Context: an optimization exercise on an open-source flow, tuned for small area and a short achievable clock period. The choices shown serve that exercise and are no tape-out recipe. Function was checked by simulation only, so behaviour that the tests miss may differ from the original. No run shown here takes its clock network from TritonCTS; it comes from the design's own scripts or RTL. The clock input has no modelled driver; a real chip could not lean on it and would need a root buffer or a full tree. Power is estimated from default activity; no workload was simulated.

[flow/flow/run.sh]
#!/bin/bash
# The standard layout flow (standard synthesis unchanged), with
#  - a buf_8 on each port instead of the default port buffer,
#  - clock-tree sink clusters of up to 36 flip-flops, no dummy loads,
#  - the clock tree rebuilt as four levels of inv_16 (post_cts.tcl,
#    retree.tcl): the leaf clusters of the CTS tree are kept, each now
#    driven by an inv_16; above them the clock port drives four inv_16,
#    each driving two, each driving two that drive the leaves; a leaf
#    with a flip-flop clock slew over 112 ps is split in two,
#  - timing repair aiming at a setup slack of SETUP_MARGIN ns.
set -uo pipefail
F=$(pwd)/flow
SETUP_MARGIN=${SETUP_MARGIN:-7.2}
export FANOUTS="4 2 2"
export CELLS="sky130_fd_sc_hd__inv_16 sky130_fd_sc_hd__inv_16 sky130_fd_sc_hd__inv_16"
export LEAFCELL=sky130_fd_sc_hd__inv_16
bash standard.sh \
  BUFFER_PORTS_ARGS="-buffer_cell sky130_fd_sc_hd__buf_8" \
  CTS_ARGS="-sink_clustering_enable -repair_clock_nets -sink_clustering_size 36 -sink_clustering_max_diameter 70 -dont_use_dummy_load" \
  SKIP_CTS_REPAIR_TIMING=1 POST_CTS_TCL=$F/post_cts.tcl \
  SETUP_SLACK_MARGIN=$SETUP_MARGIN \
  finish > standard.log 2>&1
[flow/flow/post_cts.tcl]
# Runs inside ORFS's CTS step (POST_CTS_TCL), after clock_tree_synthesis
# and with the CTS step's own timing repair skipped: rebuild the clock tree
# as a tree of inverters (retree.tcl), split leaves whose clock slew is
# high, then repair timing and legalise as the CTS step would have.
source [file dirname [info script]]/retree.tcl
set_propagated_clock [all_clocks]
proc legal_split {rounds} {
  for {set i 0} {$i < $rounds} {incr i} {
    detailed_placement
    if {[split_slow_leaves 0.112] == 0} break
  }
  detailed_placement
}
legal_split 4
estimate_parasitics -placement
report_clock_skew
repair_timing_helper
legal_split 2
check_placement -verbose
estimate_parasitics -placement
report_clock_skew
report_checks -path_delay max -group_path_count 5 -format end
report_checks -path_delay min -group_path_count 5 -format end
[flow/flow/retree.tcl]
set block [ord::get_db_block]
set db [ord::get_db]
set clknet [$block findNet CLK]
proc outterm {inst} { foreach it [$inst getITerms] { if {[$it isOutputSignal]} { return $it } } }
proc interm {inst} { foreach it [$inst getITerms] { if {[$it isInputSignal]} { return $it } } }
proc center {inst} { set b [$inst getBBox]; return [list [expr {([$b xMin]+[$b xMax])/2}] [expr {([$b yMin]+[$b yMax])/2}]] }
# collect the CTS tree: every cell on the clock net's fan-out down to the
# cells that drive flip-flops (leaves)
set tree {}
set leaves {}
set front [list $clknet]
while {[llength $front]} {
  set next {}
  foreach n $front {
    foreach it [$n getITerms] {
      if {![$it isInputSignal]} continue
      set inst [$it getInst]
      set m [[$inst getMaster] getName]
      if {![string match "*clkbuf*" $m] && ![string match "*clkinv*" $m]} continue
      set on [[outterm $inst] getNet]
      set isleaf 1
      foreach it2 [$on getITerms] {
        if {[$it2 isInputSignal] && [string match "*clkbuf*" [[[$it2 getInst] getMaster] getName]]} { set isleaf 0 }
      }
      if {$isleaf} { lappend leaves $inst } else { lappend tree $inst; lappend next $on }
    }
  }
  set front $next
}
puts "tree cells [llength $tree], leaves [llength $leaves]"
foreach t $tree {
  set n [[outterm $t] getNet]
  odb::dbInst_destroy $t
  if {$n ne "NULL" && $n ne ""} { odb::dbNet_destroy $n }
}
# replace leaf cells
set lmaster [$db findMaster $::env(LEAFCELL)]
set items {}
set k 0
foreach l $leaves {
  set on [[outterm $l] getNet]
  set loc [$l getLocation]
  odb::dbInst_destroy $l
  set ni [odb::dbInst_create $block $lmaster "clkleaf_$k"]
  $ni setLocation [lindex $loc 0] [lindex $loc 1]
  $ni setPlacementStatus PLACED
  [outterm $ni] connect $on
  lappend items [concat [list $ni] [center $ni]]
  incr k
}
# split a list of {inst x y} into k groups along the longer axis
proc split_pts {pts k} {
  if {$k <= 1} { return [list $pts] }
  set xs {}; set ys {}
  foreach p $pts { lappend xs [lindex $p 1]; lappend ys [lindex $p 2] }
  set xs [lsort -integer $xs]; set ys [lsort -integer $ys]
  set dx [expr {[lindex $xs end] - [lindex $xs 0]}]; set dy [expr {[lindex $ys end] - [lindex $ys 0]}]
  set idx [expr {$dx >= $dy ? 1 : 2}]
  set pts [lsort -integer -index $idx $pts]
  # split into two halves proportional to k, recursively
  set k1 [expr {$k / 2}]; set k2 [expr {$k - $k1}]
  set n1 [expr {int(round(double([llength $pts]) * $k1 / $k))}]
  return [concat [split_pts [lrange $pts 0 [expr {$n1-1}]] $k1] [split_pts [lrange $pts $n1 end] $k2]]
}
set ::rt_fanouts $::env(FANOUTS)
set ::rt_cells $::env(CELLS)
set ::rt_cnt 0
set ::rt_db $db
set ::rt_block $block
# build bottom-up: groups of items at the lowest level first needs the
# whole partition, so build top-down recursively
proc build {pts level parentnet} {
  if {$level >= [llength $::rt_fanouts]} {
    foreach p $pts { [interm [lindex $p 0]] connect $parentnet }
    return
  }
  set groups [split_pts $pts [lindex $::rt_fanouts $level]]
  set m [$::rt_db findMaster [lindex $::rt_cells $level]]
  foreach g $groups {
    if {[llength $g] == 0} continue
    set sx 0; set sy 0
    foreach p $g { set sx [expr {$sx + [lindex $p 1]}]; set sy [expr {$sy + [lindex $p 2]}] }
    set cx [expr {$sx / [llength $g]}]; set cy [expr {$sy / [llength $g]}]
    set inst [odb::dbInst_create $::rt_block $m "clktree_${level}_$::rt_cnt"]
    set net [odb::dbNet_create $::rt_block "clktree_net_${level}_$::rt_cnt"]
    incr ::rt_cnt
    $inst setLocation $cx $cy
    $inst setPlacementStatus PLACED
    $net setSigType CLOCK
    [interm $inst] connect $parentnet
    [outterm $inst] connect $net
    build $g [expr {$level+1}] $net
  }
}
build $items 0 $clknet
puts "built $::rt_cnt tree cells"
global_connect

# Split every leaf with a flip-flop whose clock slew (placement estimate) is
# over limit:
# the half of its flip-flops farther along its longer side moves to a new
# leaf cell of the same type, driven by the same parent.
proc split_slow_leaves {limit} {
  set block [ord::get_db_block]
  set db [ord::get_db]
  set nsplit 0
  estimate_parasitics -placement
  foreach inst [$block getInsts] {
    if {![string match "clkleaf_*" [$inst getName]]} continue
    set oterm [outterm $inst]
    set net [$oterm getNet]
    set slew 0
    foreach it [$net getITerms] {
      if {![$it isInputSignal]} continue
      set s [get_property [get_pins [[$it getInst] getName]/[[$it getMTerm] getName]] slew_max]
      if {$s > $slew} { set slew $s }
    }
    if {$slew <= $limit} continue
    set sinks {}
    foreach it [$net getITerms] {
      if {[$it isInputSignal]} { lappend sinks [concat [list $it] [center [$it getInst]]] }
    }
    set xs {}; set ys {}
    foreach p $sinks { lappend xs [lindex $p 1]; lappend ys [lindex $p 2] }
    set xs [lsort -integer $xs]; set ys [lsort -integer $ys]
    set idx [expr {[lindex $xs end] - [lindex $xs 0] >= [lindex $ys end] - [lindex $ys 0] ? 1 : 2}]
    set sinks [lsort -integer -index $idx $sinks]
    set half [lrange $sinks [expr {[llength $sinks] / 2}] end]
    set sx 0; set sy 0
    foreach p $half { set sx [expr {$sx + [lindex $p 1]}]; set sy [expr {$sy + [lindex $p 2]}] }
    set ni [odb::dbInst_create $block [$inst getMaster] "[$inst getName]_s"]
    $ni setLocation [expr {$sx / [llength $half]}] [expr {$sy / [llength $half]}]
    $ni setPlacementStatus PLACED
    set nn [odb::dbNet_create $block "[$net getName]_s"]
    $nn setSigType CLOCK
    [interm $ni] connect [[interm $inst] getNet]
    [outterm $ni] connect $nn
    foreach p $half { set it [lindex $p 0]; $it disconnect; $it connect $nn }
    puts "split [$inst getName]: slew [format %.3f $slew], [llength $sinks] sinks"
    incr nsplit
  }
  global_connect
  return $nsplit
}
[flow/standard.sh]
#!/bin/bash
# synth_recipe.tcl (not shown) runs the flow's synth.tcl, then flattens the netlist and writes it again
# the make line also repeats each setting of config.mk as NAME=value (left out here)
make -C /OpenROAD-flow-scripts/flow DESIGN_CONFIG=/design/flow/config.mk WORK_HOME=/design/flow/orfs CLKGATE_MAP_FILE= SYNTH_SCRIPT=/design/flow/synth_recipe.tcl "${@:-finish}"
[flow/config.mk]
export PLATFORM = sky130hd
export DESIGN_NAME = UART
export DESIGN_NICKNAME = UART
export VERILOG_FILES = /design/flow/design.v
export SDC_FILE = /design/flow/constraint.sdc
export NUM_CORES = 4
export LEC_CHECK = 0
export ABC_AREA = 1
export CAP_MARGIN = 20
export CORE_MARGIN = 2
export CORE_UTILIZATION = 65
export SLEW_MARGIN = 20
[flow/constraint.sdc]
create_clock -name core_clock -period 10.0 [get_ports {CLK}]
set_input_delay 2.0000 -clock core_clock [delete_from_list [all_inputs] [get_ports {CLK}]]
set_output_delay 2.0000 -clock core_clock [all_outputs]
set_load 0.01 [all_outputs]
[flow/design.v]
module UART_TX_CTRL (
    input  wire       CLK,
    input  wire       rst,
    input  wire       send,
    input  wire       mode,      
    input  wire [7:0] cur,       
    input  wire [2:0] char,      
    output wire       ready,
    output wire       tail,      
    output wire       UART_TX
);
localparam [1:0] RDY  = 2'b01,
                 LOAD = 2'b10,
                 SEND = 2'b11;
reg        tx_bit;
reg  [1:0] tx_state;
reg  [3:0] index;
reg  [3:0] tx_tmr;
wire       bit_done = (tx_tmr == 4'd15);
always @(posedge CLK) begin
    if (rst)
        tx_state <= RDY;
    else
    case (tx_state)
        RDY:
            if (send)
                tx_state <= LOAD;
        LOAD:
            tx_state <= SEND;
        SEND:
            if (bit_done)
                tx_state <= (index == 4'd10) ? RDY : LOAD;
        default:
            tx_state <= RDY;
    endcase
end
always @(posedge CLK) begin
    if (rst || tx_state == RDY)
        tx_tmr <= 4'd0;
    else
        tx_tmr <= tx_tmr ^ {&tx_tmr[2:0], &tx_tmr[1:0], tx_tmr[0], 1'b1};
end
always @(posedge CLK) begin
    if (rst || tx_state == RDY)
        index <= 4'd0;
    else if (tx_state == LOAD)
        index <= index ^ {&index[2:0], &index[1:0], index[0], 1'b1};
end
reg  [7:0] btn_char;
always @(*) begin
    case (char)
        3'd1: btn_char = 8'h02;  
        3'd2: btn_char = 8'h41;  
        3'd3: btn_char = 8'h52;  
        3'd4: btn_char = 8'h54;  
        3'd5: btn_char = 8'h59;  
        3'd6: btn_char = 8'h0D;  
        3'd7: btn_char = 8'h0A;  
        default: btn_char = 8'h03;  
    endcase
end
reg frame_bit;
always @(*) begin
    case (index)
        4'd0: frame_bit = 1'b0;
        4'd1: frame_bit = mode ? cur[0] : btn_char[0];
        4'd2: frame_bit = mode ? cur[1] : btn_char[1];
        4'd3: frame_bit = mode ? cur[2] : btn_char[2];
        4'd4: frame_bit = mode ? cur[3] : btn_char[3];
        4'd5: frame_bit = mode ? cur[4] : btn_char[4];
        4'd6: frame_bit = mode ? cur[5] : btn_char[5];
        4'd7: frame_bit = mode ? cur[6] : btn_char[6];
        4'd8: frame_bit = mode ? cur[7] : btn_char[7];
        default: frame_bit = 1'b1;
    endcase
end
always @(posedge CLK) begin
    if (rst || tx_state == RDY)
        tx_bit <= 1'b1;
    else if (tx_state == LOAD)
        tx_bit <= frame_bit;
end
assign UART_TX = tx_bit;
assign ready   = (tx_state == RDY);
assign tail    = index[3] & (index[1] | index[0]);
endmodule
module UART_RX_CTRL (
    input  wire       CLK,
    input  wire       rst,
    input  wire       UART_RX,
    output reg  [7:0] recv_data,
    output wire       vald_data,
    output wire       vald_next    
);
localparam [2:0] WAIT_START  = 3'b001,
                 STORE_START = 3'b010,
                 STORE_DATA  = 3'b011,
                 STORE_STOP  = 3'b100,
                 STORE_LAST  = 3'b101;
reg  [2:0] rx_reg;
reg  [2:0] rx_state;
reg  [3:0] rx_tmr;
reg  [2:0] bit_count;
wire startbit_detected = rx_state[0] & rx_reg[2] & ~rx_reg[1];
wire sample_point      = (rx_tmr == 4'd0);
always @(posedge CLK) begin
    if (rst)
        rx_reg <= 3'd0;
    else
        rx_reg <= {rx_reg[1:0], UART_RX};
end
always @(posedge CLK) begin
    if (rst || startbit_detected)
        rx_tmr <= 4'd0;
    else
        rx_tmr <= rx_tmr ^ {&rx_tmr[2:0], &rx_tmr[1:0], rx_tmr[0], 1'b1};
end
always @(posedge CLK) begin
    if (rst)
        rx_state  <= WAIT_START;
    else
    case (rx_state)
        WAIT_START:
            if (startbit_detected) begin
                rx_state  <= STORE_START;
                bit_count <= 3'd0;
            end
        STORE_START:
            if (sample_point)
                rx_state <= rx_reg[1] ? WAIT_START : STORE_DATA;
        STORE_DATA:
            if (sample_point) begin
                recv_data <= {rx_reg[1], recv_data[7:1]};
                if (bit_count == 3'd7)
                    rx_state <= STORE_STOP;
                else
                    bit_count <= bit_count ^ {&bit_count[1:0], bit_count[0], 1'b1};
            end
        STORE_STOP:
            if (sample_point)
                rx_state <= rx_reg[1] ? STORE_LAST : WAIT_START;
        default:
            rx_state <= WAIT_START;
    endcase
end
assign vald_data = (rx_state == STORE_LAST);
assign vald_next = !rst && (rx_state == STORE_STOP) && sample_point && rx_reg[1];
endmodule
module FIFO (
    input  wire       CLK,
    input  wire       rst,
    input  wire       w_enable,
    input  wire       r_enable,
    input  wire       allow,
    input  wire [7:0] w_data,
    output reg  [7:0] cur,
    output reg        nempty,    
    output reg        full,      
    output reg        nempty_d,  
    output reg        full_d
);
reg        one;      
reg  [4:0] ph;
reg  [7:0] w_buf;
reg        w_pend;
reg  [7:0] w_addr;   
reg  [7:0] r_addr;   
reg        cur_ok;   
reg        hit;
reg        flush;
wire [7:0] wsel;
wire [7:0] tap [0:7];
wire [7:0] w_next;
wire [7:0] r_next;
wire [7:0] w_next2;
function [7:0] step8;
    input [7:0] x;
    step8 = {x[6:0], x[7] ^ x[5] ^ x[4] ^ x[3] ^ ~|x[6:0]};
endfunction
function [4:0] step5;
    input [4:0] x;
    step5 = {x[3:0], x[4] ^ x[2] ^ ~|x[3:0]};
endfunction
assign w_next  = step8(w_addr);
assign r_next  = step8(r_addr);
assign w_next2 = step8(w_next);
always @(posedge CLK) begin
    if (rst)
        ph <= 5'd0;
    else
        ph <= step5(ph);
end
genvar l, b;
generate
    for (l = 0; l < 8; l = l + 1) begin : lane
        for (b = 0; b < 8; b = b + 1) begin : bits
            reg [31:0] ring;
            always @(posedge CLK)
                ring <= {ring[30:0], wsel[l] ? w_buf[b] : ring[31]};
            assign tap[l][b] = ring[31];
        end
        assign wsel[l] = flush && (w_addr[2:0] == l);
    end
endgenerate
always @(posedge CLK) begin
    if (rst)
        flush <= 1'b0;
    else
        flush <= w_pend && !flush && (ph == w_addr[7:3]);
end
always @(posedge CLK) begin
    if (w_enable)
        w_buf <= w_data;
end
always @(posedge CLK) begin
    if (rst) begin
        w_pend <= 1'b0;
        w_addr <= 8'd0;
    end
    else if (w_enable) begin
        w_pend <= 1'b1;
        w_addr <= w_next;
    end
    else if (flush)
        w_pend <= 1'b0;
end
always @(posedge CLK) begin
    if (rst)
        r_addr <= 8'd1;    
    else if (r_enable)
        r_addr <= r_next;
end
wire want = allow && !cur_ok && nempty;
always @(posedge CLK) begin
    if (rst) begin
        cur_ok <= 1'b0;
        hit    <= 1'b0;
    end
    else begin
        hit <= want && !one && (ph == r_addr[7:3]);
        if (r_enable)
            cur_ok <= 1'b0;
        else if ((want && one) || hit)
            cur_ok <= 1'b1;
    end
end
always @(posedge CLK) begin
    if ((r_enable || want) && one)
        cur <= w_buf;
    else if (hit)
        cur <= tap[r_addr[2:0]];
end
always @(*) begin
    nempty_d = nempty;
    full_d   = full;
    if (rst) begin
        nempty_d = 1'b0;
        full_d   = 1'b0;
    end
    else if (w_enable && !r_enable) begin
        nempty_d = 1'b1;
        full_d   = (w_next2 == r_addr);
    end
    else if (r_enable && !w_enable) begin
        nempty_d = !one;
        full_d   = 1'b0;
    end
end
always @(posedge CLK) begin
    nempty <= nempty_d;
    full   <= full_d;
    if (rst)
        one <= 1'b0;
    else if (w_enable && !r_enable)
        one <= !nempty;
    else if (r_enable && !w_enable)
        one <= (r_next == w_addr);
end
endmodule
module UART (
    input  wire CLK,        
    input  wire rst,        
    input  wire btn_0,      
    output wire UART_TX,    
    input  wire UART_RX     
);
localparam [1:0] WAIT_ACTI = 2'd0,
                 SEND_CHAR = 2'd1,
                 RDY       = 2'd2,
                 WAIT_RDY  = 2'd3;
localparam       BTN       = 1'b0,
                 PARROT    = 1'b1;
reg  [1:0] uart_state;
reg  [3:0] str_idx;
reg        send_mode;
reg        send_char;
wire       ready;
wire       tail;
wire [7:0] recv_data;
wire       vald_data;
wire [7:0] cur;
wire       nempty;
wire       full;
wire       vald_next;
wire       nempty_d;
wire       full_d;
reg        w_enable;
reg        r_enable;
wire       acti_d = (uart_state == WAIT_ACTI && !r_enable && !btn_0) ||
                    (uart_state == WAIT_RDY && ready && (send_mode == PARROT || str_idx == 4'd8));
always @(posedge CLK) begin
    w_enable <= vald_next && !full_d;
    r_enable <= !rst && acti_d && nempty_d;
end
UART_TX_CTRL uart_tx_ctrl (
    .CLK(CLK),
    .rst(rst),
    .send(send_char),
    .mode(send_mode),
    .cur(cur),
    .char(str_idx[2:0]),       
    .ready(ready),
    .tail(tail),
    .UART_TX(UART_TX)
);
UART_RX_CTRL uart_rx_ctrl (
    .CLK(CLK),
    .rst(rst),
    .UART_RX(UART_RX),
    .recv_data(recv_data),
    .vald_data(vald_data),
    .vald_next(vald_next)
);
FIFO fifo (
    .CLK(CLK),
    .rst(rst),
    .w_enable(w_enable),
    .r_enable(r_enable),
    .allow(uart_state == WAIT_ACTI || send_mode == BTN || tail),
    .w_data(recv_data),
    .cur(cur),
    .nempty(nempty),
    .full(full),
    .nempty_d(nempty_d),
    .full_d(full_d)
);
always @(posedge CLK) begin
    if (rst) begin
        uart_state <= WAIT_ACTI;
        send_mode  <= BTN;
    end
    else
    case (uart_state)
        WAIT_ACTI:
            if (r_enable) begin
                uart_state <= SEND_CHAR;
                send_mode  <= PARROT;
            end
            else if (btn_0) begin
                uart_state <= SEND_CHAR;
                send_mode  <= BTN;
            end
        SEND_CHAR:
            uart_state <= RDY;
        RDY:
            uart_state <= WAIT_RDY;
        WAIT_RDY:
            if (ready) begin
                if (send_mode == PARROT || str_idx == 4'd8)
                    uart_state <= WAIT_ACTI;
                else
                    uart_state <= SEND_CHAR;
            end
    endcase
end
always @(posedge CLK) begin
    if (rst || uart_state == WAIT_ACTI)
        str_idx <= 4'd0;
    else if (uart_state == SEND_CHAR)
        str_idx <= str_idx ^ {&str_idx[2:0], &str_idx[1:0], str_idx[0], 1'b1};
end
always @(posedge CLK) begin
    if (rst)
        send_char <= 1'b0;
    else
        send_char <= (uart_state == SEND_CHAR);
end
endmodule
==> flow_summary_export.csv, run 1 <==
group,metric,value,unit
timing,skew,0.0599,ns
critical_path,critPathCapture,"UART_TX",
critical_path,critPathRequiredTime,8.00,ns
logic_synthesis,yosys_warnings,4,
timing,tns,0,ns
grt,grt_pass1_vias,18400,
timing,fmax,365,MHz
route,first_iter_violations,1093,
route,route.detailed.drc,0,
floorplanning,top_level_ports,5,
layout,largest_reg_flops,2048,
critical_path,critPathLaunchType,"register",
timing,tightest_slew,1.06,ns
power,power_density,252,mW/mm²
floorplanning,die_w,271,µm
power,fin_total_pwr,12.5,mW
layout,regMostFlops,"fifo.lane.bits.ring",
route,viasPerCell,4.63,
clock_tree,cts_sinks,2134,
timing,worst_slack,7.26,ns
floorplanning,die_h,271,µm
critical_path,crit_type,"register to output pin",
layout,syn2layout_area_growth,6.62,%
layout,seq_area,0.0430,mm²
grt,grt_pass1_wl,106,mm
floorplanning,rows,97,
clock_tree,clk_latency,0.34,ns
logic_synthesis,syn_nets,2850,
critical_path,rrSetupSlack,7.62,ns
critical_path,critPathMaxStageDelay,0.36,ns
timing,finalCriticalPeriod,2.74,ns
logic_synthesis,yosys.area.top_type,"dfxtp_1",
route,wire_per_inst,17.7,µm
critical_path,crit_path_cell_trace,"buf_8",
layout,n_fill_cell,4305,
critical_path,r2r_start,"fifo.flush",
grt,antenna_found_initial,3,
placement,dp_hpwl,37.3,mm
flow_run,drv_cap,0,
timing,hold_viol,0,
layout,multi_input_area,0.00286,mm²
timing,finalCritPeriodShare,0.274,
critical_path,arrival,0.74,ns
timing,final-setup-viol-count,0,
placement,gp_congestion,0.876,
logic_synthesis,ys_seq_elements,2134,
critical_path,crit_cells,1,
timing,slew_headroom,0.293,
critical_path,cp-end-kind,"output pin",
grt,grt_overflow,0,
status,outcome,"no timing/DRC/antenna violations",
layout,fin_area,0.0494,mm²
placement,dp_slack,6.49,ns
route,first_pass_iters,5,
placement,placement.io_buffers,4,
layout,final_net_count,2934,
power,p_leak,19.7,nW
placement,place_area,0.0475,mm²
logic_synthesis,synthDominantCellAreaShare,0.910,
critical_path,crit_path_start,"uart_tx_ctrl.tx_bit",
floorplanning,start_util,0.660,
logic_synthesis,ys_types,40,
logic_synthesis,synth_edf_count,27,
grt,track_usage,0.189,
logic_synthesis,syn_inst,2823,
logic_synthesis,synthFlopType,"dfxtp_1",
floorplanning,die-area,0.0735,mm²
route,num_vias,17800,
logic_synthesis,synth-seq-area-share,0.927,
timing,drv_slew,0,
timing,rsz0062_at_grt,"false",
logic_synthesis,synth_area,0.0464,mm²
critical_path,cp_slowest_cell,"dfxtp_1",
route,ant_nets,0,
clock_tree,clkTransAtPathRegs,0.10,ns
route,drt-total-wl,68.2,mm
critical_path,crit_fanout,2,
grt,grt_max_degree,37,
critical_path,rr_worst_depth,4,
critical_path,cpLargestDelayFamily,"flip-flops",
layout,drive_above_1_share,0.0437,
logic_synthesis,synthArstFlopShare,0,
logic_synthesis,avgSynthCellArea,16.4,µm²
critical_path,r2r-end,"fifo.lane[3].bits[4].ring[0]",
hold_path,hold_class,"register to register",
floorplanning,core_area,0.0703,mm²
critical_path,cp_num_buf_inv,1,
power,vdd_drop_max,193,µV
logic_synthesis,synth_area_leaders,"dfxtp_1, edfxtp_1, nand2_1, o21ai_0, inv_1",
hold_path,hp-start,"fifo.lane[7].bits[0].ring[13]",
==> synth_stat cells, types with 6 or more instances <==
cell type	count
a21oi_1	55
buf_6	6
clkbuf_1	8
dfxtp_1	2107
edfxtp_1	27
ha_1	23
inv_1	96
inv_2	9
nand2_1	201
nand3_1	44
nand4_1	12
nor2_1	65
nor3_1	6
o21ai_0	98
o22ai_1	14
==> report_power, final <==
group | switching, mW | total [mW] | internal (mW)
Combinational | 0.0846 | 0.129 | 0.0447
Sequential | 0.0197 | 8.55 | 8.53
Clock | 3.13 | 3.79 | 0.657
Total | 3.24 | 12.5 | 9.24
==> area by class of cell <==
type,instances,share of cell area
antenna,5,0.000253
tap,940,0.0238
sequential,2134,0.870
inverter,200,0.0465
timing repair buffer,6,0.00177
multi-input combinational,565,0.0578
==> per-layer routing <==
layer | wire length (µm) | up-vias | global-route usage
li1 | - | 8952 | -
met1 | 32700 | 8432 | 0.270
met2 | 31200 | 314 | 0.299
met3 | 2270 | 119 | 0.0306
met4 | 1970 | 0 | 0.0583
met5 | 0 | - | 0
==> worst register-to-register path: stages, from the launching register on <==
cell     delay [ns]
dfxtp_1        0.41
inv_1          0.12
nor2_1         0.26
nand3_1        0.51
o21ai_0        0.95
==> per-stage QoR <==
stage / util / std cells / hold slack [ns]
floorplan: - / 2823 / 0.310
global placement: 0.676 / 3748 / 0.310
detailed placement: 0.676 / 3748 / 0.312
global route: 0.703 / 3845 / 0.289
finish: 0.703 / 3850 / 0.292
==> logic make-up after synthesis <==
kind of cell             after synthesis  synth area share
flip-flops                          2134             0.927
AND/OR/NAND/NOR                      346            0.0317
buffers and inverters                124            0.0112
adder cells (fa/ha/maj)               23           0.00621
XOR/XNOR                               8           0.00151
AO/OA/AOI/OAI                        188            0.0220
==> worst min-delay path by stage <==
stage                                         end  cells after the start
global placement    fifo.lane[7].bits[0].ring[17]                      0
floorplan           fifo.lane[0].bits[0].ring[10]                      0
global route        fifo.lane[6].bits[1].ring[26]                      0
detailed placement  fifo.lane[0].bits[2].ring[21]                      0
finish              fifo.lane[7].bits[0].ring[14]                      0
==> cell usage in the layout (no fill, tap or decap), types with 9 or more instances in the layout <==
cell,n
ha_1,23
nor2_1,65
nand2_1,201
a21oi_1,55
nand3_1,44
nand4_1,12
inv_2,9
o21ai_0,98
dfxtp_1,2107
edfxtp_1,27
inv_16,95
inv_1,95
o22ai_1,14
==> run 2: changes to the inputs <==
--- a/flow/flow/run.sh
+++ b/flow/flow/run.sh
@@ -1,6 +1,6 @@
 #!/bin/bash
 # The standard layout flow (standard synthesis unchanged), with
-#  - a buf_8 on each port instead of the default port buffer,
-#  - clock-tree sink clusters of up to 36 flip-flops, no dummy loads,
+#  - a buf_4 on each port instead of the default port buffer,
+#  - clock-tree sink clusters of up to 36 flip-flops within 100 um, no dummy loads,
 #  - the clock tree rebuilt as four levels of inv_16 (post_cts.tcl,
 #    retree.tcl): the leaf clusters of the CTS tree are kept, each now
@@ -16,6 +16,6 @@
 export LEAFCELL=sky130_fd_sc_hd__inv_16
 bash standard.sh \
-  BUFFER_PORTS_ARGS="-buffer_cell sky130_fd_sc_hd__buf_8" \
-  CTS_ARGS="-sink_clustering_enable -repair_clock_nets -sink_clustering_size 36 -sink_clustering_max_diameter 70 -dont_use_dummy_load" \
+  BUFFER_PORTS_ARGS="-buffer_cell sky130_fd_sc_hd__buf_4" \
+  CTS_ARGS="-sink_clustering_enable -repair_clock_nets -sink_clustering_size 36 -sink_clustering_max_diameter 100 -dont_use_dummy_load" \
   SKIP_CTS_REPAIR_TIMING=1 POST_CTS_TCL=$F/post_cts.tcl \
   SETUP_SLACK_MARGIN=$SETUP_MARGIN \
==> flow_summary_export.csv, run 2 <==
group,metric,value,unit
hold_path,hold_class,"register to register",
floorplanning,top_level_ports,5,
layout,n_fill_cell,4219,
timing,finalCriticalPeriod,2.77,ns
grt,grt_overflow,0,
logic_synthesis,synth_edf_count,27,
placement,gp_congestion,0.880,
layout,regMostFlops,"fifo.lane.bits.ring",
logic_synthesis,yosys.area.top_type,"dfxtp_1",
hold_path,holdPathEnd,"fifo.lane[5].bits[6].ring[16]",
power,power_density,256,mW/mm²
layout,seq_area,0.0430,mm²
critical_path,r2r-end,"fifo.cur[2]",
floorplanning,die-area,0.0735,mm²
route,route.detailed.drc,0,
logic_synthesis,ys_seq_elements,2134,
logic_synthesis,yosys_warnings,4,
route,viasPerCell,4.72,
logic_synthesis,synthDominantCellAreaShare,0.910,
critical_path,rrSetupSlack,7.66,ns
route,ant_nets,0,
placement,dp_slack,6.28,ns
layout,final_common_cell,"dfxtp_1",
critical_path,cp-end-kind,"output pin",
clock_tree,clk_latency,0.37,ns
placement,placement.io_buffers,4,
critical_path,crit_type,"register to output pin",
status,outcome,"no timing/DRC/antenna violations",
grt,grt_pass1_vias,18700,
timing,final-setup-viol-count,0,
logic_synthesis,synth_commonest_cells,"dfxtp_1, nand2_1, o21ai_0",
logic_synthesis,avgSynthCellArea,16.4,µm²
grt,track_usage,0.208,
timing,worst_slack,7.23,ns
critical_path,arrival,0.77,ns
critical_path,critPathRequiredTime,8.00,ns
timing,drv_slew,0,
critical_path,cp_slowest_cell,"dfxtp_2",
layout,multi_input_area,0.00286,mm²
logic_synthesis,synth_area_leaders,"dfxtp_1, edfxtp_1, nand2_1, o21ai_0, inv_1",
hold_path,hp-start,"fifo.lane[5].bits[6].ring[15]",
floorplanning,die_h,271,µm
timing,rsz0062_at_grt,"true",
timing,hold_viol,0,
floorplanning,start_util,0.660,
layout,syn2layout_area_growth,6.83,%
logic_synthesis,synth_area,0.0464,mm²
grt,antenna_found_initial,8,
route,first_iter_violations,1196,
layout,final_net_count,2941,
logic_synthesis,ys_types,40,
floorplanning,core_area,0.0703,mm²
route,first_pass_iters,7,
timing,fmax,361,MHz
power,vdd_drop_max,219,µV
timing,slew_headroom,0.273,
logic_synthesis,syn_nets,2850,
hold_path,holdPathStages,0,
floorplanning,rows,97,
timing,finalCritPeriodShare,0.277,
floorplanning,die_w,271,µm
critical_path,critPathLaunchType,"register",
timing,tightest_slew,1.09,ns
clock_tree,cts_sinks,2134,
route,num_vias,18200,
logic_synthesis,synth-seq-area-share,0.927,
clock_tree,clkTransAtPathRegs,0.11,ns
grt,grt_pass1_wl,113,mm
layout,drive_above_1_share,0.0464,
route,wire_per_inst,19.4,µm
flow_run,drv_cap,0,
logic_synthesis,synthFlopType,"dfxtp_1",
critical_path,cpLargestDelayFamily,"flip-flops",
route,drt-total-wl,74.9,mm
grt,grt_max_degree,37,
critical_path,crit_fanout,2,
placement,dp_hpwl,36.6,mm
timing,skew,0.0951,ns
layout,mostFrequentLayoutCells,"dfxtp_1, nand2_1, inv_16, o21ai_0, inv_1",
logic_synthesis,synthArstFlopShare,0,
layout,largest_reg_flops,2048,
critical_path,cp_num_buf_inv,1,
logic_synthesis,syn_inst,2823,
logic_synthesis,yosys.cell_count.top_type,"dfxtp_1",
critical_path,crit_path_cell_trace,"buf_6",
power,p_leak,19.7,nW
critical_path,r2r_start,"fifo.r_addr[2]",
critical_path,rr_worst_depth,9,
critical_path,critPathMaxStageDelay,0.34,ns
timing,tns,0,ns
timing,hold-worst-slack,0.288,ns
==> run 2: worst max-delay path by stage <==
stage,start,to,slack [ns],depth (start not counted)
2_1_floorplan,rst,uart_rx_ctrl.bit_count[0],7.20,3
3_3_place_gp,rst,uart_rx_ctrl.bit_count[0],6.34,4
3_5_place_dp,rst,uart_rx_ctrl.bit_count[2],6.28,4
5_1_grt,uart_tx_ctrl.tx_bit,UART_TX,7.19,1
6_report,uart_tx_ctrl.tx_bit,UART_TX,7.23,1
==> run 2: where the power goes <==
part	switching (mW)	leakage [nW]	total (mW)	internal (mW)
Sequential	0.0204	17.2	8.55	8.53
Combinational	0.0829	1.51	0.126	0.0431
Clock	3.30	0.988	3.99	0.692
==> run 2: layout make-up <==
class	count	share of cell area
multi-input cells	565	0.0577
inverters	206	0.0489
diodes	2	0.000101
well taps	940	0.0238
repair buffers	7	0.00147
flip-flops and latches	2134	0.868
==> run 2: through the flow <==
step | std cells | util | power [mW] | area [µm²]
detailed placement | 3748 | 0.675 | 8.87 | 47400
floorplan | 2823 | - | 8.84 | 46400
global placement | 3748 | 0.675 | 8.86 | 47400
global route | 3852 | 0.705 | 13.1 | 49500
finish | 3854 | 0.705 | 12.7 | 49500
==> run 2: cells by family after synthesis <==
family          after synthesis  synth area share
flops                      2134             0.927
xor+xnor                      8           0.00151
compound gates              188            0.0220
buf+inv                     124            0.0112
simple gates                346            0.0317
fa+ha+maj                    23           0.00621
==> run 2: per-layer routing <==
layer	routed length, µm	vias up	part of all wire	track usage
met4	2090	0	0.028	0.0596
met1	34500	8750	0.46	0.286
li1	-	8959	-	-
met5	0	-	0	0
met3	2290	135	0.031	0.0314
met2	36000	337	0.48	0.345
==> run 3: changes to the inputs <==
--- a/flow/flow/run.sh
+++ b/flow/flow/run.sh
@@ -6,5 +6,5 @@
 #    retree.tcl): the leaf clusters of the CTS tree are kept, each now
 #    driven by an inv_16; above them the clock port drives four inv_16,
-#    each driving two, each driving two that drive the leaves; a leaf
+#    each driving three, each driving two that drive the leaves; a leaf
 #    with a flip-flop clock slew over 112 ps is split in two,
 #  - timing repair aiming at a setup slack of SETUP_MARGIN ns.
@@ -12,5 +12,5 @@
 F=$(pwd)/flow
 SETUP_MARGIN=${SETUP_MARGIN:-7.2}
-export FANOUTS="4 2 2"
+export FANOUTS="4 3 2"
 export CELLS="sky130_fd_sc_hd__inv_16 sky130_fd_sc_hd__inv_16 sky130_fd_sc_hd__inv_16"
 export LEAFCELL=sky130_fd_sc_hd__inv_16
==> flow_summary_export.csv, run 3 <==
group,metric,value,unit
status,outcome,"no timing/DRC/antenna violations",
grt,grt_util_met1,0.266,
critical_path,r2r_start,"fifo.r_addr[2]",
power,p_leak,19.7,nW
logic_synthesis,ys_types,40,
logic_synthesis,synth_area_leaders,"dfxtp_1, edfxtp_1, nand2_1, o21ai_0, inv_1",
route,viasPerCell,4.62,
grt,busiest_layer,"met2",
logic_synthesis,synthArstFlopShare,0,
logic_synthesis,synthFlopType,"dfxtp_1",
hold_path,hold_class,"register to register",
floorplanning,rows,97,
floorplanning,core_area,0.0703,mm²
placement,dp_cells,3748,
critical_path,crit_fanout,25,
timing,hold_viol,0,
layout,mostFrequentLayoutCells,"dfxtp_1, nand2_1, inv_16, o21ai_0, inv_1",
timing,skew,0.0310,ns
layout,regMostFlops,"fifo.lane.bits.ring",
layout,n_fill_cell,4229,
layout,multi_input_area,0.00286,mm²
clock_tree,clk_latency,0.33,ns
timing,finalCritPeriodShare,0.278,
placement,place_area,0.0474,mm²
floorplanning,die_w,271,µm
layout,fin_area,0.0495,mm²
grt,use_met3,0.0319,
critical_path,critPathLaunchType,"input port",
route,first_iter_violations,1137,
timing,finalCriticalPeriod,2.78,ns
layout,final_common_cell,"dfxtp_1",
route,route.detailed.drc,0,
critical_path,cp-end-kind,"register",
route,drt-total-wl,67.7,mm
grt,grt_use_met2,0.299,
grt,grt_overflow,0,
logic_synthesis,synthDominantCellAreaShare,0.910,
layout,seq_area,0.0430,mm²
flow_run,drv_cap,0,
route,first_pass_iters,8,
floorplanning,die-area,0.0735,mm²
placement,placement.io_buffers,4,
logic_synthesis,synth_commonest_cells,"dfxtp_1, nand2_1, o21ai_0",
power,power_density,254,mW/mm²
timing,final-setup-viol-count,0,
floorplanning,start_util,0.660,
logic_synthesis,yosys.area.top_type,"dfxtp_1",
critical_path,crit_type,"input port to register",
layout,drive_above_1_share,0.0464,
grt,antenna_found_initial,6,
logic_synthesis,synth_edf_count,27,
timing,rsz0062_at_grt,"false",
critical_path,critPathRequiredTime,10.01,ns
route,wire_per_inst,17.5,µm
timing,tns,0,ns
timing,tightest_slew,1.08,ns
logic_synthesis,yosys_warnings,4,
power,fin_total_pwr,12.6,mW
route,ant_nets,0,
critical_path,crit_path_start,"rst",
clock_tree,clkTransAtPathRegs,0.11,ns
floorplanning,top_level_ports,5,
grt,track_usage,0.187,
logic_synthesis,avgSynthCellArea,16.4,µm²
logic_synthesis,yosys.cell_count.top_type,"dfxtp_1",
placement,gp_congestion,0.880,
layout,final_cells,3857,
grt,grt_pass1_vias,18300,
critical_path,arrival,2.78,ns
logic_synthesis,syn_inst,2823,
power,vdd_drop_max,190,µV
hold_path,hp-start,"fifo.lane[6].bits[2].ring[28]",
logic_synthesis,ys_seq_elements,2134,
timing,slew_headroom,0.280,
floorplanning,die_h,271,µm
placement,dp_hpwl,36.6,mm
grt,grt_pass1_wl,105,mm
layout,largest_reg_flops,2048,
clock_tree,cts_sinks,2134,
layout,final_net_count,2941,
logic_synthesis,syn_nets,2850,
timing,fmax,360,MHz
timing,drv_slew,0,
logic_synthesis,synth_area,0.0464,mm²
layout,syn2layout_area_growth,6.84,%
logic_synthesis,synth-seq-area-share,0.927,
route,num_vias,17800,
layout,postLayoutCoreUtil,0.705,
grt,grt_max_degree,37,
-- run 3: cells by family after synthesis --
logic type / share of synthesized area
flip-flops: 0.927
AND/OR/NAND/NOR: 0.0317
AO/OA/AOI/OAI: 0.0220
buffers and inverters: 0.0112
adder cells (fa/ha/maj): 0.00621
XOR/XNOR: 0.00151
-- run 3: area by class of cell --
type | count | area share
Antenna cell | 5 | 0.000253
Multi-Input combinational cell | 565 | 0.0577
Sequential cell | 2134 | 0.868
Inverter | 206 | 0.0489
Timing Repair Buffer | 7 | 0.00139
Tap cell | 940 | 0.0237
-- run 3: stage by stage --
stage	setup slack (ns)	hold WS, ns
floorplan	7.20	0.310
global placement	6.34	0.309
detailed placement	6.28	0.312
global route	7.21	0.316
finish	7.22	0.307
-- run 3: final timing paths --
path	cells after the start	to	slack (ns)
worst max-delay path	4	uart_rx_ctrl.bit_count[2]	7.22
worst min-delay path	0	fifo.lane[6].bits[2].ring[29]	0.31
worst max register to register	9	fifo.cur[2]	7.66
worst min register to register	0	fifo.lane[6].bits[2].ring[29]	0.31
-- run 3: critical path, stage by stage --
cell and delay (ns):
buf_4 0.22, clkinvlp_4 0.15, o21ai_0 0.09, a31oi_1 0.31
-- run 3: metal layers --
metal	wire length [µm]	up-vias
met1	32500	8450
met3	2260	127
met5	0	-
met2	31100	298
li1	-	8962
met4	1850	0
-- run 3: power breakdown --
part / total [mW] / internal, mW / leakage, nW / switching (mW)
combinational: 0.126 / 0.0430 / 1.51 / 0.0826
clock: 3.92 / 0.714 / 0.988 / 3.20
sequential: 8.55 / 8.53 / 17.2 / 0.0201
total: 12.6 / 9.29 / 19.7 / 3.31
==> run 4: changes to the inputs <==
--- a/flow/design.v
+++ b/flow/design.v
@@ -3,7 +3,5 @@
     input  wire       rst,
     input  wire       send,
-    input  wire       mode,      
-    input  wire [7:0] cur,       
-    input  wire [2:0] char,      
+    input  wire [7:0] data,      
     output wire       ready,
     output wire       tail,      
@@ -47,29 +45,16 @@
         index <= index ^ {&index[2:0], &index[1:0], index[0], 1'b1};
 end
-reg  [7:0] btn_char;
-always @(*) begin
-    case (char)
-        3'd1: btn_char = 8'h02;  
-        3'd2: btn_char = 8'h41;  
-        3'd3: btn_char = 8'h52;  
-        3'd4: btn_char = 8'h54;  
-        3'd5: btn_char = 8'h59;  
-        3'd6: btn_char = 8'h0D;  
-        3'd7: btn_char = 8'h0A;  
-        default: btn_char = 8'h03;  
-    endcase
-end
 reg frame_bit;
 always @(*) begin
     case (index)
         4'd0: frame_bit = 1'b0;
-        4'd1: frame_bit = mode ? cur[0] : btn_char[0];
-        4'd2: frame_bit = mode ? cur[1] : btn_char[1];
-        4'd3: frame_bit = mode ? cur[2] : btn_char[2];
-        4'd4: frame_bit = mode ? cur[3] : btn_char[3];
-        4'd5: frame_bit = mode ? cur[4] : btn_char[4];
-        4'd6: frame_bit = mode ? cur[5] : btn_char[5];
-        4'd7: frame_bit = mode ? cur[6] : btn_char[6];
-        4'd8: frame_bit = mode ? cur[7] : btn_char[7];
+        4'd1: frame_bit = data[0];
+        4'd2: frame_bit = data[1];
+        4'd3: frame_bit = data[2];
+        4'd4: frame_bit = data[3];
+        4'd5: frame_bit = data[4];
+        4'd6: frame_bit = data[5];
+        4'd7: frame_bit = data[6];
+        4'd8: frame_bit = data[7];
         default: frame_bit = 1'b1;
     endcase
@@ -117,6 +102,8 @@
 end
 always @(posedge CLK) begin
-    if (rst)
+    if (rst) begin
         rx_state  <= WAIT_START;
+        bit_count <= 3'd0;
+    end
     else
     case (rx_state)
@@ -295,4 +282,5 @@
 reg        send_mode;
 reg        send_char;
+reg  [7:0] btn_char;
 wire       ready;
 wire       tail;
@@ -313,11 +301,21 @@
     r_enable <= !rst && acti_d && nempty_d;
 end
+always @(*) begin
+    case (str_idx[2:0])
+        3'd1: btn_char = 8'h02;  
+        3'd2: btn_char = 8'h41;  
+        3'd3: btn_char = 8'h52;  
+        3'd4: btn_char = 8'h54;  
+        3'd5: btn_char = 8'h59;  
+        3'd6: btn_char = 8'h0D;  
+        3'd7: btn_char = 8'h0A;  
+        default: btn_char = 8'h03;  
+    endcase
+end
 UART_TX_CTRL uart_tx_ctrl (
     .CLK(CLK),
     .rst(rst),
     .send(send_char),
-    .mode(send_mode),
-    .cur(cur),
-    .char(str_idx[2:0]),       
+    .data(send_mode == PARROT ? cur : btn_char),
     .ready(ready),
     .tail(tail),
==> flow_summary_export.csv, run 4 <==
group,metric,value,unit
timing,slew_headroom,0.334,
layout,drive_above_1_share,0.0468,
placement,place_area,0.0475,mm²
timing,tightest_slew,0.998,ns
route,num_vias,17700,
critical_path,critPathMaxStageDelay,0.33,ns
logic_synthesis,ys_seq_elements,2134,
layout,postLayoutCoreUtil,0.704,
logic_synthesis,synthFlopType,"dfxtp_1",
floorplanning,start_util,0.659,
layout,regMostFlops,"fifo.lane.bits.ring",
timing,rsz0062_at_grt,"false",
route,viasPerCell,4.61,
logic_synthesis,synth-seq-area-share,0.927,
logic_synthesis,synthDominantCellAreaShare,0.912,
clock_tree,clk_latency,0.33,ns
critical_path,crit_fanout,2,
grt,grt_max_degree,37,
grt,grt_pass1_wl,95.4,mm
layout,fin_area,0.0495,mm²
logic_synthesis,synth_area_leaders,"dfxtp_1, nand2_1, edfxtp_1, o21ai_0, ha_1",
critical_path,cp_slowest_cell,"dfxtp_2",
layout,final_net_count,2937,
grt,grt_pass1_vias,17400,
placement,placement.io_buffers,4,
logic_synthesis,syn_inst,2817,
timing,final-setup-viol-count,0,
critical_path,crit_type,"register to output pin",
route,route.detailed.drc,0,
placement,gp_congestion,0.946,
route,first_pass_iters,8,
route,wire_per_inst,15.9,µm
floorplanning,die-area,0.0734,mm²
floorplanning,die_w,271,µm
logic_synthesis,ys_types,42,
timing,finalCriticalPeriod,2.77,ns
timing,hold_viol,0,
logic_synthesis,avgSynthCellArea,16.4,µm²
logic_synthesis,yosys.cell_count.top_type,"dfxtp_1",
logic_synthesis,synth_edf_count,24,
clock_tree,cts_sinks,2134,
layout,final_common_cell,"dfxtp_1",
critical_path,cp-end-kind,"output pin",
grt,antenna_found_initial,6,
route,drt-total-wl,61.3,mm
critical_path,cp_num_buf_inv,1,
layout,mostFrequentLayoutCells,"dfxtp_1, nand2_1, o21ai_0, inv_16, inv_1",
logic_synthesis,syn_nets,2847,
timing,finalCritPeriodShare,0.277,
critical_path,critPathLaunchType,"register",
floorplanning,top_level_ports,5,
power,p_leak,19.7,nW
route,ant_nets,0,
timing,tns,0,ns
clock_tree,clkTransAtPathRegs,0.10,ns
hold_path,hold_class,"register to register",
floorplanning,core_area,0.0703,mm²
floorplanning,die_h,271,µm
logic_synthesis,synth_commonest_cells,"dfxtp_1, nand2_1, o21ai_0",
critical_path,cpLargestDelayFamily,"flip-flops",
critical_path,critPathRequiredTime,8.00,ns
power,fin_total_pwr,12.5,mW
logic_synthesis,synth_area,0.0463,mm²
logic_synthesis,synthArstFlopShare,0,
floorplanning,rows,97,
layout,syn2layout_area_growth,6.84,%
timing,skew,0.0336,ns
timing,drv_slew,0,
timing,fmax,361,MHz
logic_synthesis,yosys.area.top_type,"dfxtp_1",
power,power_density,253,mW/mm²
layout,largest_reg_flops,2048,
flow_run,drv_cap,0,
critical_path,crit_path_cell_trace,"buf_4",
critical_path,arrival,0.77,ns
grt,track_usage,0.169,
route,first_iter_violations,1047,
power,vdd_drop_max,181,µV
grt,grt_overflow,0,
logic_synthesis,yosys_warnings,4,
placement,dp_hpwl,36.0,mm
status,outcome,"no timing/DRC/antenna violations",
## run 4: cell types whose count changed in the layout (fill, tap and decap cells not counted), sizes merged, moves of 4 or more
cell and change:
inv -9, o21ai +4, a22oi +4, nor3 +4
a21oi -13, nand2 -7
## run 4: kinds of logic after synthesis
| kind of cell | count (synthesis) | share of synthesized area |
|---|---|---|
| adders and majority gates | 26 | 0.00702 |
| AOI/OAI and AO/OA | 190 | 0.0230 |
| DFF | 2134 | 0.927 |
| buffers and inverters | 116 | 0.00972 |
| xor gates and xnor gates | 8 | 0.00151 |
| and+or+nand+nor | 343 | 0.0315 |
## run 4: through the flow
step           hold slack [ns]  worst slack, ns  cells
6_report                 0.310             7.23   3848
3_3_place_gp             0.310             6.60   3742
2_1_floorplan            0.310             7.23   2817
5_1_grt                  0.314             7.20   3845
3_5_place_dp             0.312             6.57   3742
## run 4: power breakdown
group / switching, mW / leakage (nW) / total, mW / internal (mW)
combinational: 0.0967 / 1.55 / 0.146 / 0.0497
clock: 3.13 / 0.979 / 3.83 / 0.706
sequential: 0.0263 / 17.2 / 8.56 / 8.53
## run 4: cell type report
cell class	count	area (µm²)
repair buffers	6	45.0
well taps	940	1180
flip-flops and latches	2134	43000
inverters	197	2370
multi-input cells	567	2930
diodes	3	7.51
repair inverters	1	7.51
fillers	4544	20800
## run 4: final timing paths
kind | from | slack, ns | to | cells after the start
max | uart_tx_ctrl.tx_bit | 7.23 | UART_TX | 1
min | fifo.lane[2].bits[5].ring[18] | 0.31 | fifo.lane[2].bits[5].ring[19] | 0
max reg2reg | uart_tx_ctrl.index[0] | 7.70 | fifo.cur[5] | 7
min reg2reg | fifo.lane[2].bits[5].ring[18] | 0.31 | fifo.lane[2].bits[5].ring[19] | 0
## run 4: routing by layer
layer,GRT usage,wire [µm],vias up
met4,0.0676,2430,0
li1,-,-,8971
met1,0.249,30900,8316
met3,0.0298,2120,144
met2,0.250,25800,303
met5,0,0,-
==> run 5: changes to the inputs <==
--- a/flow/flow/run.sh
+++ b/flow/flow/run.sh
@@ -6,5 +6,5 @@
 #    retree.tcl): the leaf clusters of the CTS tree are kept, each now
 #    driven by an inv_16; above them the clock port drives four inv_16,
-#    each driving three, each driving two that drive the leaves; a leaf
+#    each driving two, each driving two that drive the leaves; a leaf
 #    with a flip-flop clock slew over 112 ps is split in two,
 #  - timing repair aiming at a setup slack of SETUP_MARGIN ns.
@@ -12,5 +12,5 @@
 F=$(pwd)/flow
 SETUP_MARGIN=${SETUP_MARGIN:-7.2}
-export FANOUTS="4 3 2"
+export FANOUTS="4 2 2"
 export CELLS="sky130_fd_sc_hd__inv_16 sky130_fd_sc_hd__inv_16 sky130_fd_sc_hd__inv_16"
 export LEAFCELL=sky130_fd_sc_hd__inv_16
==> flow_summary_export.csv, run 5 <==
group,metric,value,unit
grt,grt_pass1_wl,93.9,mm
floorplanning,die-area,0.0734,mm²
logic_synthesis,synthDominantCellAreaShare,0.912,
critical_path,critPathMaxStageDelay,0.34,ns
grt,grt_util_met1,0.246,
logic_synthesis,synthFlopType,"dfxtp_1",
timing,rsz0062_at_grt,"false",
floorplanning,core_area,0.0703,mm²
floorplanning,top_level_ports,5,
timing,final-setup-viol-count,0,
layout,final_common_cell,"dfxtp_1",
hold_path,hp-start,"fifo.lane[6].bits[2].ring[20]",
layout,largest_reg_flops,2048,
critical_path,cp_num_buf_inv,1,
hold_path,holdPathEnd,"fifo.lane[6].bits[2].ring[21]",
timing,hold-worst-slack,0.308,ns
layout,postLayoutCoreUtil,0.701,
logic_synthesis,syn_inst,2817,
placement,dp_hpwl,36.0,mm
critical_path,rr_worst_depth,7,
layout,final_net_count,2925,
route,first_pass_iters,5,
logic_synthesis,synth_edf_count,24,
layout,drive_above_1_share,0.0429,
grt,busiest_layer,"met1",
logic_synthesis,yosys.cell_count.top_type,"dfxtp_1",
floorplanning,rows,97,
timing,skew,0.0287,ns
grt,antenna_found_initial,6,
route,ant_nets,0,
logic_synthesis,ys_seq_elements,2134,
timing,finalCritPeriodShare,0.276,
critical_path,r2r-end,"fifo.cur[2]",
grt,grt_use_met2,0.243,
clock_tree,clk_latency,0.32,ns
placement,gp_congestion,0.946,
critical_path,r2r_start,"uart_tx_ctrl.index[0]",
route,drt-total-wl,60.2,mm
grt,grt_max_degree,37,
status,outcome,"no timing/DRC/antenna violations",
grt,use_met3,0.0292,
timing,tightest_slew,1.01,ns
timing,fmax,363,MHz
hold_path,hold_class,"register to register",
route,wire_per_inst,15.7,µm
power,p_leak,19.6,nW
logic_synthesis,yosys_warnings,4,
grt,track_usage,0.165,
clock_tree,clkTransAtPathRegs,0.10,ns
timing,finalCriticalPeriod,2.76,ns
floorplanning,die_w,271,µm
layout,mostFrequentLayoutCells,"dfxtp_1, nand2_1, o21ai_0, inv_16, inv_1",
critical_path,cp-end-kind,"output pin",
critical_path,critPathLaunchType,"register",
logic_synthesis,synth-seq-area-share,0.927,
power,power_density,250,mW/mm²
timing,slew_headroom,0.324,
critical_path,crit_path_cell_trace,"buf_6",
layout,final_cells,3838,
grt,grt_pass1_vias,17300,
critical_path,critPathRequiredTime,8.00,ns
placement,placement.io_buffers,4,
critical_path,cp_slowest_cell,"dfxtp_2",
logic_synthesis,yosys.area.top_type,"dfxtp_1",
power,fin_total_pwr,12.3,mW
power,vdd_drop_max,182,µV
route,route.detailed.drc,0,
route,viasPerCell,4.60,
logic_synthesis,synth_area_leaders,"dfxtp_1, nand2_1, edfxtp_1, o21ai_0, ha_1",
timing,tns,0,ns
floorplanning,die_h,271,µm
hold_path,holdPathStages,0,
placement,dp_cells,3742,
logic_synthesis,avgSynthCellArea,16.4,µm²
floorplanning,start_util,0.659,
flow_run,drv_cap,0,
layout,regMostFlops,"fifo.lane.bits.ring",
route,num_vias,17600,
logic_synthesis,ys_types,42,
critical_path,cpLargestDelayFamily,"flip-flops",
critical_path,arrival,0.76,ns
critical_path,crit_fanout,2,
layout,syn2layout_area_growth,6.34,%
logic_synthesis,synth_commonest_cells,"dfxtp_1, nand2_1, o21ai_0",
timing,hold_viol,0,
critical_path,crit_type,"register to output pin",
clock_tree,cts_sinks,2134,
timing,drv_slew,0,
logic_synthesis,synth_area,0.0463,mm²
critical_path,rrSetupSlack,7.70,ns
route,first_iter_violations,1058,
grt,grt_overflow,0,
logic_synthesis,syn_nets,2847,
logic_synthesis,synthArstFlopShare,0,
run 5: changes by cell type in the layout (fill, tap and decap cells not counted), sizes merged:
cell	delta
inv	-12
diode	+2
run 5: layout make-up:
cell class	count	area [µm²]
repair buffers	6	48.8
fillers	4596	21000
flip-flops and latches	2134	43000
well taps	940	1180
inverters	185	2130
diodes	5	12.5
repair inverters	1	7.51
multi-input cells	567	2930
run 5: metal layers:
layer  vias to the layer above  share of wire  routed length [µm]
met5                         -              0                   0
met4                         0          0.039                2350
met3                       152          0.038                2320
met2                       323           0.41               24900
met1                      8218           0.51               30600
li1                       8952              -                   -
run 5: kinds of logic (layout without fill, tap and decap cells):
kind of cell | count (synthesis) | after routing | share of synthesized area
other | 0 | 5 | 0
adders and majority gates | 26 | 26 | 0.00702
xor gates and xnor gates | 8 | 8 | 0.00151
DFF | 2134 | 2134 | 0.927
buffers and inverters | 116 | 192 | 0.00972
AOI/OAI and AO/OA | 190 | 190 | 0.0230
and+or+nand+nor | 343 | 343 | 0.0315
run 5: how the worst max path moves through the flow:
stage	slack, ns	start	cells after the start	endpoint
global route	7.21	rst	4	fifo.w_addr[5]
detailed placement	6.57	rst	4	fifo.flush
global placement	6.60	rst	4	str_idx[1]
finish	7.24	uart_tx_ctrl.tx_bit	1	UART_TX
floorplan	7.23	rst	2	uart_rx_ctrl.recv_data[0]
run 5: metrics by stage:
step	setup WS, ns	cell area, µm²
finish	7.24	49300
global route	7.21	49300
detailed placement	6.57	47500
global placement	6.60	47500
floorplan	7.23	46300
run 5: power by group:
group / leakage (nW) / switching [mW] / internal (mW) / total (mW)
Combinational: 1.55 / 0.0989 / 0.0497 / 0.149
Sequential: 17.2 / 0.0260 / 8.53 / 8.56
Clock: 0.861 / 2.97 / 0.616 / 3.59
Total: 19.6 / 3.10 / 9.20 / 12.3
==> run 6: changes to the inputs <==
--- a/flow/design.v
+++ b/flow/design.v
@@ -3,5 +3,7 @@
     input  wire       rst,
     input  wire       send,
-    input  wire [7:0] data,      
+    input  wire       mode,      
+    input  wire [7:0] cur,       
+    input  wire [2:0] char,      
     output wire       ready,
     output wire       tail,      
@@ -45,16 +47,29 @@
         index <= index ^ {&index[2:0], &index[1:0], index[0], 1'b1};
 end
+reg  [7:0] btn_char;
+always @(*) begin
+    case (char)
+        3'd1: btn_char = 8'h02;  
+        3'd2: btn_char = 8'h41;  
+        3'd3: btn_char = 8'h52;  
+        3'd4: btn_char = 8'h54;  
+        3'd5: btn_char = 8'h59;  
+        3'd6: btn_char = 8'h0D;  
+        3'd7: btn_char = 8'h0A;  
+        default: btn_char = 8'h03;  
+    endcase
+end
 reg frame_bit;
 always @(*) begin
     case (index)
         4'd0: frame_bit = 1'b0;
-        4'd1: frame_bit = data[0];
-        4'd2: frame_bit = data[1];
-        4'd3: frame_bit = data[2];
-        4'd4: frame_bit = data[3];
-        4'd5: frame_bit = data[4];
-        4'd6: frame_bit = data[5];
-        4'd7: frame_bit = data[6];
-        4'd8: frame_bit = data[7];
+        4'd1: frame_bit = mode ? cur[0] : btn_char[0];
+        4'd2: frame_bit = mode ? cur[1] : btn_char[1];
+        4'd3: frame_bit = mode ? cur[2] : btn_char[2];
+        4'd4: frame_bit = mode ? cur[3] : btn_char[3];
+        4'd5: frame_bit = mode ? cur[4] : btn_char[4];
+        4'd6: frame_bit = mode ? cur[5] : btn_char[5];
+        4'd7: frame_bit = mode ? cur[6] : btn_char[6];
+        4'd8: frame_bit = mode ? cur[7] : btn_char[7];
         default: frame_bit = 1'b1;
     endcase
@@ -102,8 +117,6 @@
 end
 always @(posedge CLK) begin
-    if (rst) begin
+    if (rst)
         rx_state  <= WAIT_START;
-        bit_count <= 3'd0;
-    end
     else
     case (rx_state)
@@ -282,5 +295,4 @@
 reg        send_mode;
 reg        send_char;
-reg  [7:0] btn_char;
 wire       ready;
 wire       tail;
@@ -301,21 +313,11 @@
     r_enable <= !rst && acti_d && nempty_d;
 end
-always @(*) begin
-    case (str_idx[2:0])
-        3'd1: btn_char = 8'h02;  
-        3'd2: btn_char = 8'h41;  
-        3'd3: btn_char = 8'h52;  
-        3'd4: btn_char = 8'h54;  
-        3'd5: btn_char = 8'h59;  
-        3'd6: btn_char = 8'h0D;  
-        3'd7: btn_char = 8'h0A;  
-        default: btn_char = 8'h03;  
-    endcase
-end
 UART_TX_CTRL uart_tx_ctrl (
     .CLK(CLK),
     .rst(rst),
     .send(send_char),
-    .data(send_mode == PARROT ? cur : btn_char),
+    .mode(send_mode),
+    .cur(cur),
+    .char(str_idx[2:0]),       
     .ready(ready),
     .tail(tail),
--- a/flow/flow/run.sh
+++ b/flow/flow/run.sh
@@ -2,5 +2,5 @@
 # The standard layout flow (standard synthesis unchanged), with
 #  - a buf_4 on each port instead of the default port buffer,
-#  - clock-tree sink clusters of up to 36 flip-flops within 100 um, no dummy loads,
+#  - clock-tree sink clusters of up to 36 flip-flops, no dummy loads,
 #  - the clock tree rebuilt as four levels of inv_16 (post_cts.tcl,
 #    retree.tcl): the leaf clusters of the CTS tree are kept, each now
@@ -17,5 +17,5 @@
 bash standard.sh \
   BUFFER_PORTS_ARGS="-buffer_cell sky130_fd_sc_hd__buf_4" \
-  CTS_ARGS="-sink_clustering_enable -repair_clock_nets -sink_clustering_size 36 -sink_clustering_max_diameter 100 -dont_use_dummy_load" \
+  CTS_ARGS="-sink_clustering_enable -repair_clock_nets -sink_clustering_size 36 -sink_clustering_max_diameter 70 -dont_use_dummy_load" \
   SKIP_CTS_REPAIR_TIMING=1 POST_CTS_TCL=$F/post_cts.tcl \
   SETUP_SLACK_MARGIN=$SETUP_MARGIN \
==> flow/flow/post_cts.tcl (replaced) <==
# Runs inside ORFS's CTS step (POST_CTS_TCL), after clock_tree_synthesis
# and with the CTS step's own timing repair skipped: rebuild the clock tree
# as a tree of inverters (retree.tcl), split leaves whose clock slew
# is high, then
# repair timing and legalise as the CTS step would have.
source [file dirname [info script]]/retree.tcl
set_propagated_clock [all_clocks]
for {set i 0} {$i < 4} {incr i} {
  set n [split_slow_leaves 0.112]
  detailed_placement
  if {$n == 0} break
}
estimate_parasitics -placement
report_clock_skew
repair_timing_helper
detailed_placement
check_placement -verbose
estimate_parasitics -placement
report_clock_skew
report_checks -path_delay max -group_path_count 5 -format end
report_checks -path_delay min -group_path_count 5 -format end
==> flow_summary_export.csv, run 6 <==
group,metric,value,unit
critical_path,cpLargestDelayFamily,"flip-flops",
logic_synthesis,syn_nets,2850,
floorplanning,die-area,0.0735,mm²
logic_synthesis,syn_inst,2823,
logic_synthesis,synthFlopType,"dfxtp_1",
power,power_density,251,mW/mm²
power,p_leak,19.6,nW
critical_path,cp_num_buf_inv,1,
grt,antenna_found_initial,8,
critical_path,critPathRequiredTime,8.00,ns
timing,final-setup-viol-count,0,
placement,dp_hpwl,36.6,mm
logic_synthesis,synth_area,0.0464,mm²
timing,finalCriticalPeriod,2.73,ns
critical_path,rr_worst_depth,9,
clock_tree,clkTransAtPathRegs,0.10,ns
placement,dp_cells,3748,
layout,mostFrequentLayoutCells,"dfxtp_1, nand2_1, o21ai_0, inv_1, inv_16",
critical_path,crit_fanout,2,
timing,skew,0.0569,ns
grt,use_met3,0.0310,
route,drt-total-wl,66.9,mm
grt,track_usage,0.185,
logic_synthesis,synth_commonest_cells,"dfxtp_1, nand2_1, o21ai_0",
logic_synthesis,ys_types,40,
layout,drive_above_1_share,0.0427,
grt,grt_pass1_vias,18100,
floorplanning,rows,97,
timing,rsz0062_at_grt,"false",
grt,grt_max_degree,37,
critical_path,rrSetupSlack,7.67,ns
logic_synthesis,synth-seq-area-share,0.927,
route,ant_nets,0,
layout,final_cells,3844,
clock_tree,clk_latency,0.33,ns
logic_synthesis,yosys.cell_count.top_type,"dfxtp_1",
logic_synthesis,yosys_warnings,4,
route,num_vias,17800,
logic_synthesis,synthArstFlopShare,0,
floorplanning,core_area,0.0703,mm²
grt,grt_overflow,0,
power,vdd_drop_max,248,µV
floorplanning,top_level_ports,5,
logic_synthesis,synth_area_leaders,"dfxtp_1, edfxtp_1, nand2_1, o21ai_0, inv_1",
layout,largest_reg_flops,2048,
grt,grt_use_met2,0.296,
layout,postLayoutCoreUtil,0.702,
critical_path,crit_cells,1,
logic_synthesis,avgSynthCellArea,16.4,µm²
logic_synthesis,synth_edf_count,27,
flow_run,drv_cap,0,
critical_path,arrival,0.73,ns
grt,busiest_layer,"met2",
logic_synthesis,synthDominantCellAreaShare,0.910,
timing,drv_slew,0,
clock_tree,cts_sinks,2134,
critical_path,crit_path_cell_trace,"buf_4",
grt,grt_util_met1,0.263,
floorplanning,die_h,271,µm
route,route.detailed.drc,0,
timing,hold_viol,0,
route,wire_per_inst,17.4,µm
critical_path,critPathMaxStageDelay,0.33,ns
grt,grt_pass1_wl,103,mm
route,viasPerCell,4.63,
logic_synthesis,ys_seq_elements,2134,
timing,tightest_slew,1.12,ns
power,fin_total_pwr,12.4,mW
hold_path,holdPathStages,0,
critical_path,crit_type,"register to output pin",
status,outcome,"no timing/DRC/antenna violations",
critical_path,cp-end-kind,"output pin",
timing,finalCritPeriodShare,0.273,
route,first_pass_iters,5,
critical_path,critPathLaunchType,"register",
floorplanning,die_w,271,µm
floorplanning,start_util,0.660,
critical_path,cp_slowest_cell,"dfxtp_1",
layout,regMostFlops,"fifo.lane.bits.ring",
logic_synthesis,yosys.area.top_type,"dfxtp_1",
timing,slew_headroom,0.254,
timing,fmax,367,MHz
hold_path,hold_class,"register to register",
placement,gp_congestion,0.880,
layout,syn2layout_area_growth,6.38,%
route,first_iter_violations,1086,
placement,placement.io_buffers,4,
timing,tns,0,ns
layout,final_common_cell,"dfxtp_1",
layout,final_net_count,2930,
## run 6: path summary, 6_finish.rpt
path,from,endpoint
worst max-delay path,uart_tx_ctrl.tx_bit,UART_TX
worst min-delay path,fifo.lane[7].bits[1].ring[25],fifo.lane[7].bits[1].ring[26]
worst max register to register,fifo.r_addr[2],fifo.cur[2]
worst min register to register,fifo.lane[7].bits[1].ring[25],fifo.lane[7].bits[1].ring[26]
## run 6: area by class of cell
type | count | area [µm²]
diodes | 3 | 7.51
flip-flops and latches | 2134 | 43000
inverters | 196 | 2220
well taps | 940 | 1180
repair buffers | 6 | 61.3
multi-input cells | 565 | 2860
fillers | 4315 | 21000
## run 6: stage by stage
| stage | cell area [µm²] | setup slack (ns) | hold WS (ns) |
|---|---|---|---|
| 3_5_place_dp | 47400 | 6.28 | 0.312 |
| 6_report | 49300 | 7.27 | 0.277 |
| 2_1_floorplan | 46400 | 7.20 | 0.310 |
| 3_3_place_gp | 47400 | 6.34 | 0.309 |
| 5_1_grt | 49300 | 7.23 | 0.284 |
## run 6: cell families after synthesis
group	synth area share
AOI/OAI and AO/OA	0.0220
xor gates and xnor gates	0.00151
adders and majority gates	0.00621
buffers and inverters	0.0112
DFF	0.927
and+or+nand+nor	0.0317
## run 6: power breakdown
part | internal [mW] | switching [mW] | total (mW)
Clock | 0.634 | 3.08 | 3.72
Combinational | 0.0431 | 0.0836 | 0.127
Sequential | 8.53 | 0.0203 | 8.55
## run 6: per-layer routing
metal | wire length, µm | up-vias | part of all wire
li1 | - | 8936 | -
met5 | 13 | - | 0.00019
met1 | 32200 | 8433 | 0.48
met2 | 30500 | 306 | 0.46
met3 | 2250 | 139 | 0.034
met4 | 2000 | 2 | 0.030

-- static timing again, ports no longer ideal --
The results above use ideal ports. As a check the final layouts listed here were re-extracted and re-timed, cells and wires unchanged.
Step 1, drivers: a clkbuf_16 drives CLK and a buf_2 each remaining input, both assumed.
Step 2 moves the port delays by t, midway between the first and last clock arrival at a register: inputs arrive t later, outputs are due t later. That takes back most of the time a late clock gives input paths.
Three values: ideal ports, drivers, drivers and shift; two values: the first two.
run	shift t [ns]	setup slack, ns	pins driven straight from the clock port
run 1	0.535	7.257 / 7.040 / 6.964	4
run 2	0.543	7.230 / 7.009 / 6.928	4
run 3	0.545	7.220 / 7.012 / 6.881	4
run 4	0.542	7.231 / 7.000 / 6.988	4
run 5	0.533	7.245 / 7.025 / 6.988	4
run 6	0.522	7.274 / 7.054 / 6.950	4
After both steps every run listed still meets setup and hold. The setup slack of run 3, which loses most, moves by -0.208 ns with the drivers and by -0.339 ns with both steps.
